This is an optimization exercise on Yosys and OpenROAD, whose aim is small area and a short achievable clock period, not a production implementation.
The RTL was checked by simulation tests, not by an equivalence proof against the original design.
Power is estimated from default activity; no workload was simulated.

==> run H: inputs <==
// OTTER_MCU
module OTTER_MCU(input CLK,
                input RESET,
                output [31:0] IMEM_ADDR,
                input [31:0] IMEM_RDATA1,
                input [31:0] IMEM_RDATA2,
                output [31:0] DMEM_ADDR1,
                output [31:0] DMEM_WDATA1,
                output [3:0] DMEM_BE1,
                input [31:0] DMEM_RDATA1,
                output [31:0] DMEM_ADDR2,
                output [31:0] DMEM_WDATA2,
                output [3:0] DMEM_BE2,
                input [31:0] DMEM_RDATA2,
                output [31:0] IOBUS_OUT,
                output [31:0] IOBUS_ADDR,
                output logic IOBUS_WR
);
==> module OTTER_registerFile, before the edit <==
module OTTER_registerFile(
    input clock,
    input [4:0] Read1, Read2, Read1_2, Read2_2,
    input [4:0] WriteReg, WriteReg_2,
    input RegWrite, RegWrite_2,
    input [31:0] WriteData, WriteData_2,
    output [31:0] Data1, Data2, Data1_2, Data2_2
);
    logic [31:0] RF [1:31];
    logic [31:1] s1, s2, h;
    always_comb
        for (int i = 1; i < 32; i++) begin
            s2[i] = RegWrite_2 & (WriteReg_2 == i);
            s1[i] = RegWrite & (WriteReg == i) & ~s2[i];
            h[i] = ~(s1[i] | s2[i]);
        end
    always_ff @(posedge clock)
        for (int i = 1; i < 32; i++)
            RF[i] <= ({32{s2[i]}} & WriteData_2) | ({32{s1[i]}} & WriteData) | ({32{h[i]}} & RF[i]);
    function automatic logic [31:0] rd(input logic [4:0] a);
        logic [31:0] sel;
        logic [31:0] p [0:15];
        logic [31:0] q [0:3];
        for (int i = 0; i < 32; i++) sel[i] = (a == i);
        p[0] = ~({32{sel[1]}} & RF[1]);
        for (int i = 1; i < 16; i++) p[i] = ~(({32{sel[2*i]}} & RF[2*i]) | ({32{sel[2*i+1]}} & RF[2*i+1]));
        for (int i = 0; i < 4; i++) q[i] = ~(p[4*i] & p[4*i+1] & p[4*i+2] & p[4*i+3]);
        rd = q[0] | q[1] | q[2] | q[3];
    endfunction
    assign Data1 = rd(Read1);
    assign Data2 = rd(Read2);
    assign Data1_2 = rd(Read1_2);
    assign Data2_2 = rd(Read2_2);
endmodule
Settings: LEC_CHECK=0, CAP_MARGIN=20, CELL_PAD_IN_SITES_DETAIL_PLACEMENT=1, CELL_PAD_IN_SITES_GLOBAL_PLACEMENT=2, CORE_MARGIN=2, CORE_UTILIZATION=30, PLACE_DENSITY=0.45, SLEW_MARGIN=20; clock period 11.0 ns.
standard.sh (not shown) runs the stock make flow with config.mk's settings and CLKGATE_MAP_FILE= SYNTH_SCRIPT=/design/flow/synth_recipe.tcl, a recipe that flattens the netlist after the stock synthesis.
==> flow/flow/run.sh <==
#!/bin/bash
set -euo pipefail
MARGIN=6.45
FLOWDIR=$(cd "$(dirname "$0")" && pwd)
R=orfs/results/sky130hd/OTTER_MCU/base

bash standard.sh synth > std_synth.log 2>&1
cp $R/1_2_yosys.v std_1_2_yosys.v

bash standard.sh SYNTH_SCRIPT=$FLOWDIR/synth_area.tcl "SYNTH_OPERATIONS_ARGS=-extra-map $FLOWDIR/no_extra_map.v" do-yosys > synth_area.log 2>&1
python3 $FLOWDIR/check_regs.py std_1_2_yosys.v $R/1_2_yosys.v > check_regs.log 2>&1
bash standard.sh do-1_synth > synth_odb.log 2>&1

CTS="-sink_clustering_enable -repair_clock_nets -sink_clustering_size 20 -sink_clustering_max_diameter 100 -dont_use_dummy_load"
bash standard.sh SETUP_SLACK_MARGIN=$MARGIN "BUFFER_PORTS_ARGS=-buffer_cell sky130_fd_sc_hd__buf_1" "CTS_ARGS=$CTS" finish > layout.log 2>&1
==> flow/flow/abc_area.script <==
&get -n
&st
&dch
&nf -R 0 -p
&put
buffer -c
topo
stime -c
dnsize -c
==> flow/flow/check_regs.py <==
#!/usr/bin/env python3
"""Compare the registers (flip-flop instances: name and cell type) of two netlists.
Exit 1 if they differ."""
import re, sys
def regs(path):
    s = open(path).read()
    out = {}
    for cell, name in re.findall(r'^\s*(sky130_fd_sc_hd__\w+)\s+(\S+)\s*\(', s, re.M):
        base = cell.replace('sky130_fd_sc_hd__', '')
        if re.match(r'(s?e?df|dfb|dfr|dfs|dfx|edf|sdf|dl)', base):
            out[name] = re.sub(r'_\d+$', '', base)
    return out
a, b = regs(sys.argv[1]), regs(sys.argv[2])
print(f"standard: {len(a)} registers, this synthesis: {len(b)} registers")
bad = [n for n in set(a) | set(b) if a.get(n) != b.get(n)]
for n in sorted(bad)[:50]:
    print("differs:", n, a.get(n), b.get(n))
sys.exit(1 if bad else 0)
==> flow/flow/no_extra_map.v <==
// intentionally empty: adders keep Yosys's default carry-lookahead mapping
==> flow/flow/synth_area.tcl <==
# The standard flow's synthesis script (synth_recipe.tcl), with ABC's mapping script replaced by
# abc_area.script from this folder
set abc_area_script [file join [file dirname [file normalize [info script]]] abc_area.script]
proc synth {args} { yosys synth -nofsm -noshare {*}$args }
proc abc {args} {
  set i [lsearch $args -script]
  if {$i >= 0} { lset args [expr {$i + 1}] $::abc_area_script }
  yosys abc {*}$args
}
source $::env(SCRIPTS_DIR)/synth.tcl
# left out here: clear keep_hierarchy, flatten, clean up, hide names made inside functions, write 1_2_yosys.v
==> run R (differences from run H) <==
--- a/flow/design.v
+++ b/flow/design.v
@@ -1739,7 +1739,7 @@
     input [4:0] WriteReg, WriteReg_2,
     input RegWrite, RegWrite_2,
     input [31:0] WriteData, WriteData_2,
-    output [31:0] Data1, Data2, Data1_2, Data2_2
+    output logic [31:0] Data1, Data2, Data1_2, Data2_2
 );
     logic [31:0] RF [1:31];
     logic [31:1] s1, s2, h;
@@ -1752,20 +1752,15 @@
     always_ff @(posedge clock)
         for (int i = 1; i < 32; i++)
             RF[i] <= ({32{s2[i]}} & WriteData_2) | ({32{s1[i]}} & WriteData) | ({32{h[i]}} & RF[i]);
-    function automatic logic [31:0] rd(input logic [4:0] a);
-        logic [31:0] sel;
-        logic [31:0] p [0:15];
-        logic [31:0] q [0:3];
-        for (int i = 0; i < 32; i++) sel[i] = (a == i);
-        p[0] = ~({32{sel[1]}} & RF[1]);
-        for (int i = 1; i < 16; i++) p[i] = ~(({32{sel[2*i]}} & RF[2*i]) | ({32{sel[2*i+1]}} & RF[2*i+1]));
-        for (int i = 0; i < 4; i++) q[i] = ~(p[4*i] & p[4*i+1] & p[4*i+2] & p[4*i+3]);
-        rd = q[0] | q[1] | q[2] | q[3];
-    endfunction
-    assign Data1 = rd(Read1);
-    assign Data2 = rd(Read2);
-    assign Data1_2 = rd(Read1_2);
-    assign Data2_2 = rd(Read2_2);
+    always_comb begin
+        Data1 = 0; Data2 = 0; Data1_2 = 0; Data2_2 = 0;
+        for (int i = 1; i < 32; i++) begin
+            Data1 = Data1 | ({32{Read1 == i}} & RF[i]);
+            Data2 = Data2 | ({32{Read2 == i}} & RF[i]);
+            Data1_2 = Data1_2 | ({32{Read1_2 == i}} & RF[i]);
+            Data2_2 = Data2_2 | ({32{Read2_2 == i}} & RF[i]);
+        end
+    end
 endmodule
 module OTTER_CU_DECODER_PIPE #(parameter LANE2 = 0) (
     input [31:0] IR,
--- a/flow/flow/run.sh
+++ b/flow/flow/run.sh
@@ -1,13 +1,13 @@
 #!/bin/bash
 set -euo pipefail
-MARGIN=6.45
+MARGIN=6.3
 FLOWDIR=$(cd "$(dirname "$0")" && pwd)
 R=orfs/results/sky130hd/OTTER_MCU/base
 
 bash standard.sh synth > std_synth.log 2>&1
 cp $R/1_2_yosys.v std_1_2_yosys.v
 
-bash standard.sh SYNTH_SCRIPT=$FLOWDIR/synth_area.tcl "SYNTH_OPERATIONS_ARGS=-extra-map $FLOWDIR/no_extra_map.v" do-yosys > synth_area.log 2>&1
+bash standard.sh SYNTH_SCRIPT=$FLOWDIR/synth_area.tcl do-yosys > synth_area.log 2>&1
 python3 $FLOWDIR/check_regs.py std_1_2_yosys.v $R/1_2_yosys.v > check_regs.log 2>&1
 bash standard.sh do-1_synth > synth_odb.log 2>&1
 
CORE_UTILIZATION = 38   (was 30)
PLACE_DENSITY = 0.55   (was 0.45)
removed: flow/flow/no_extra_map.v
==> notes <==
Of run H and run R, run R has the higher final cell count (gap about 0.8%, measured against run R).
Of run R and run H, run H has the higher wire length (gap about 2.1%, measured against run H).
Flip-flop and latch count is the same in run R and run H.
In run H the critical path depth is higher than in run R, by 1.
Of run H and run R, run R has the higher synthesized area (gap 2.6%, measured against run R).
Maximum frequency: run R is smaller than run H (7.5%).


==> inputs of v12 <==
OTTER_MCU again, from the RTL that the note above started with.
Design OTTER_MCU, start of the top module:
module OTTER_MCU(input CLK,
                input RESET,
                output [31:0] IMEM_ADDR,
                input [31:0] IMEM_RDATA1,
                input [31:0] IMEM_RDATA2,
                output [31:0] DMEM_ADDR1,
                output [31:0] DMEM_WDATA1,
                output [3:0] DMEM_BE1,
                input [31:0] DMEM_RDATA1,
                output [31:0] DMEM_ADDR2,
                output [31:0] DMEM_WDATA2,
                output [3:0] DMEM_BE2,
                input [31:0] DMEM_RDATA2,
                output [31:0] IOBUS_OUT,
                output [31:0] IOBUS_ADDR,
                output logic IOBUS_WR
);
export LEC_CHECK = 0
export CAP_MARGIN = 20
export CELL_PAD_IN_SITES_DETAIL_PLACEMENT = 1
export CELL_PAD_IN_SITES_GLOBAL_PLACEMENT = 2
export CORE_MARGIN = 2
export CORE_UTILIZATION = 30
export PLACE_DENSITY = 0.45
export SLEW_MARGIN = 20
create_clock -name core_clock -period 11.0 [get_ports {CLK}]
==> flow/flow/run.sh <==
#!/bin/bash
set -euo pipefail
MARGIN=6.15
FLOWDIR=$(cd "$(dirname "$0")" && pwd)
R=orfs/results/sky130hd/OTTER_MCU/base

bash standard.sh synth > std_synth.log 2>&1
cp $R/1_2_yosys.v std_1_2_yosys.v

bash standard.sh SYNTH_SCRIPT=$FLOWDIR/synth_area.tcl "SYNTH_OPERATIONS_ARGS=-extra-map $FLOWDIR/no_extra_map.v" do-yosys > synth_area.log 2>&1
python3 $FLOWDIR/check_regs.py std_1_2_yosys.v $R/1_2_yosys.v > check_regs.log 2>&1
bash standard.sh do-1_synth > synth_odb.log 2>&1

CTS="-sink_clustering_enable -repair_clock_nets -sink_clustering_size 20 -sink_clustering_max_diameter 100 -dont_use_dummy_load"
bash standard.sh SETUP_SLACK_MARGIN=$MARGIN "BUFFER_PORTS_ARGS=-buffer_cell sky130_fd_sc_hd__buf_1" "CTS_ARGS=$CTS" finish > layout.log 2>&1
==> flow/flow/no_extra_map.v <==
// intentionally empty: adders keep Yosys's default carry-lookahead mapping
Scripts as last shown in full above: flow/flow/abc_area.script, flow/flow/check_regs.py, flow/flow/synth_area.tcl
==> v26: changes against v12 <==
--- a/flow/design.v
+++ b/flow/design.v
@@ -1741,3 +1741,3 @@
     input [31:0] WriteData, WriteData_2,
-    output [31:0] Data1, Data2, Data1_2, Data2_2
+    output logic [31:0] Data1, Data2, Data1_2, Data2_2
 );
@@ -1754,16 +1754,11 @@
             RF[i] <= ({32{s2[i]}} & WriteData_2) | ({32{s1[i]}} & WriteData) | ({32{h[i]}} & RF[i]);
-    function automatic logic [31:0] rd(input logic [4:0] a);
-        logic [31:0] sel;
-        logic [31:0] p [0:15];
-        logic [31:0] q [0:3];
-        for (int i = 0; i < 32; i++) sel[i] = (a == i);
-        p[0] = ~({32{sel[1]}} & RF[1]);
-        for (int i = 1; i < 16; i++) p[i] = ~(({32{sel[2*i]}} & RF[2*i]) | ({32{sel[2*i+1]}} & RF[2*i+1]));
-        for (int i = 0; i < 4; i++) q[i] = ~(p[4*i] & p[4*i+1] & p[4*i+2] & p[4*i+3]);
-        rd = q[0] | q[1] | q[2] | q[3];
-    endfunction
-    assign Data1 = rd(Read1);
-    assign Data2 = rd(Read2);
-    assign Data1_2 = rd(Read1_2);
-    assign Data2_2 = rd(Read2_2);
+    always_comb begin
+        Data1 = 0; Data2 = 0; Data1_2 = 0; Data2_2 = 0;
+        for (int i = 1; i < 32; i++) begin
+            Data1 = Data1 | ({32{Read1 == i}} & RF[i]);
+            Data2 = Data2 | ({32{Read2 == i}} & RF[i]);
+            Data1_2 = Data1_2 | ({32{Read1_2 == i}} & RF[i]);
+            Data2_2 = Data2_2 | ({32{Read2_2 == i}} & RF[i]);
+        end
+    end
 endmodule
==> flow/flow/run.sh (replaced) <==
#!/bin/bash
set -euo pipefail
MARGIN=6.3
FLOWDIR=$(cd "$(dirname "$0")" && pwd)
R=orfs/results/sky130hd/OTTER_MCU/base

bash standard.sh synth > std_synth.log 2>&1
cp $R/1_2_yosys.v std_1_2_yosys.v

bash standard.sh SYNTH_SCRIPT=$FLOWDIR/synth_area.tcl do-yosys > synth_area.log 2>&1
python3 $FLOWDIR/check_regs.py std_1_2_yosys.v $R/1_2_yosys.v > check_regs.log 2>&1
bash standard.sh do-1_synth > synth_odb.log 2>&1

CTS="-sink_clustering_enable -repair_clock_nets -sink_clustering_size 24 -sink_clustering_max_diameter 120 -dont_use_dummy_load"
bash standard.sh SETUP_SLACK_MARGIN=$MARGIN "BUFFER_PORTS_ARGS=-buffer_cell sky130_fd_sc_hd__buf_1" "CTS_ARGS=$CTS" finish > layout.log 2>&1
removed: flow/flow/no_extra_map.v
==> v30: changes against v12 <==
--- a/flow/flow/run.sh
+++ b/flow/flow/run.sh
@@ -2,3 +2,3 @@
 set -euo pipefail
-MARGIN=6.15
+MARGIN=6.3
 FLOWDIR=$(cd "$(dirname "$0")" && pwd)
@@ -9,3 +9,3 @@
 
-bash standard.sh SYNTH_SCRIPT=$FLOWDIR/synth_area.tcl "SYNTH_OPERATIONS_ARGS=-extra-map $FLOWDIR/no_extra_map.v" do-yosys > synth_area.log 2>&1
+bash standard.sh SYNTH_SCRIPT=$FLOWDIR/synth_area.tcl do-yosys > synth_area.log 2>&1
 python3 $FLOWDIR/check_regs.py std_1_2_yosys.v $R/1_2_yosys.v > check_regs.log 2>&1
removed: flow/flow/no_extra_map.v
==> summary.txt <==
item                                                                                    v12                      v26                      v30
Worst EP required                                                                  11.81 ns                 11.84 ns                 11.76 ns
Power density normalized to cell area                                           433 nW/um^2              410 nW/um^2              426 nW/um^2
Met2 GRT Util                                                                         66.7%                    67.0%                    67.9%
Outcome                                                             complete, no violations  complete, no violations  complete, no violations
Post-DP HPWL                                                                      689000 um                740000 um                724000 um
Portion of synthesized cell area occupied by the leading cell type                    26.2%                    25.5%                    25.5%
PnR worst setup slack                                                               5.75 ns                  5.93 ns                  5.70 ns
Average cell area after synthesis                                                 8.45 um^2                7.94 um^2                8.10 um^2
Number of multi-input combinational cells in the layout                               10400                    11800                    11400
Total clock buffers created by CTS                                                      124                      100                      121
Peak VDD IR                                                                      0.000565 V               0.000827 V               0.000719 V
Sequential cell area fraction in the yosys report                                     26.2%                    25.5%                    25.5%
Finished Layout Cells                                                                 19400                    20800                    20500
Number of well-tap cells placed                                                        5265                     5451                     5451
Xor and xnor fraction of the mapped netlist area                                      6.25%                    6.91%                    6.97%
Die height                                                                           637 um                   645 um                   645 um
Worst slew pin tran                                                                 1.34 ns                  1.37 ns                  1.37 ns
Endpoint of the worst hold path                                                     m_f3[2]                m_rd_2[2]                  m_rd[0]
Worst reg2reg startpoint                                                        m_res_2[10]                  e_B[15]                   e_A[5]
Delay of the slowest cell on the worst path                                         1.14 ns                  1.06 ns                  0.96 ns
Capture point of the worst reg-to-reg path                                    RF.RF[18][31]                 m_mx[90]                 m_res[8]
Cell leakage power                                                                0.0520 uW                0.0521 uW                0.0518 uW
Final setup skew                                                                   0.156 ns                 0.148 ns                 0.120 ns
Number of synthesis warnings                                                             16                        8                       16

## what the ideal ports hide
How much do the figures lean on ideal ports? The routed layouts below were timed once more, with nothing changed but the port constraints.
Step 1 sets driving cells, clkbuf_16 on the clock port and buf_2 on the other inputs (assumed; they add their load-dependent delay and slew).
Step 2 times the ports against the registers' clock, not the clock port: input delays grow and output delays shrink by t, the midpoint of the rising clock arrivals with the driver on.
Slacks: no drivers / after step 1 / after step 2; pairs: no drivers / after step 1.
| run | shift t [ns] | setup slack, ns | worst setup path after step 2 | worst data-port slew with drivers (ns) | pins driven straight from the clock port |
|---|---|---|---|---|---|
| run H | 1.099 | 6.021 / 5.759 / 4.659 | input to register | 0.45 | 1 |
| run R | 1.079 | 5.616 / 5.610 / 4.530 | input to register | 0.36 | 1 |
| v12 | 1.072 | 5.746 / 5.776 / 4.704 | input to register | 0.39 | 1 |
| v26 | 1.076 | 5.934 / 5.815 / 4.739 | input to register | 0.35 | 1 |
| v30 | 1.076 | 5.698 / 5.699 / 4.623 | input to register | 0.33 | 1 |
After both steps setup and hold are still met in every run listed. For run H, which loses most, drivers alone change the setup slack by -0.262 ns; drivers and shift together by -1.362 ns.
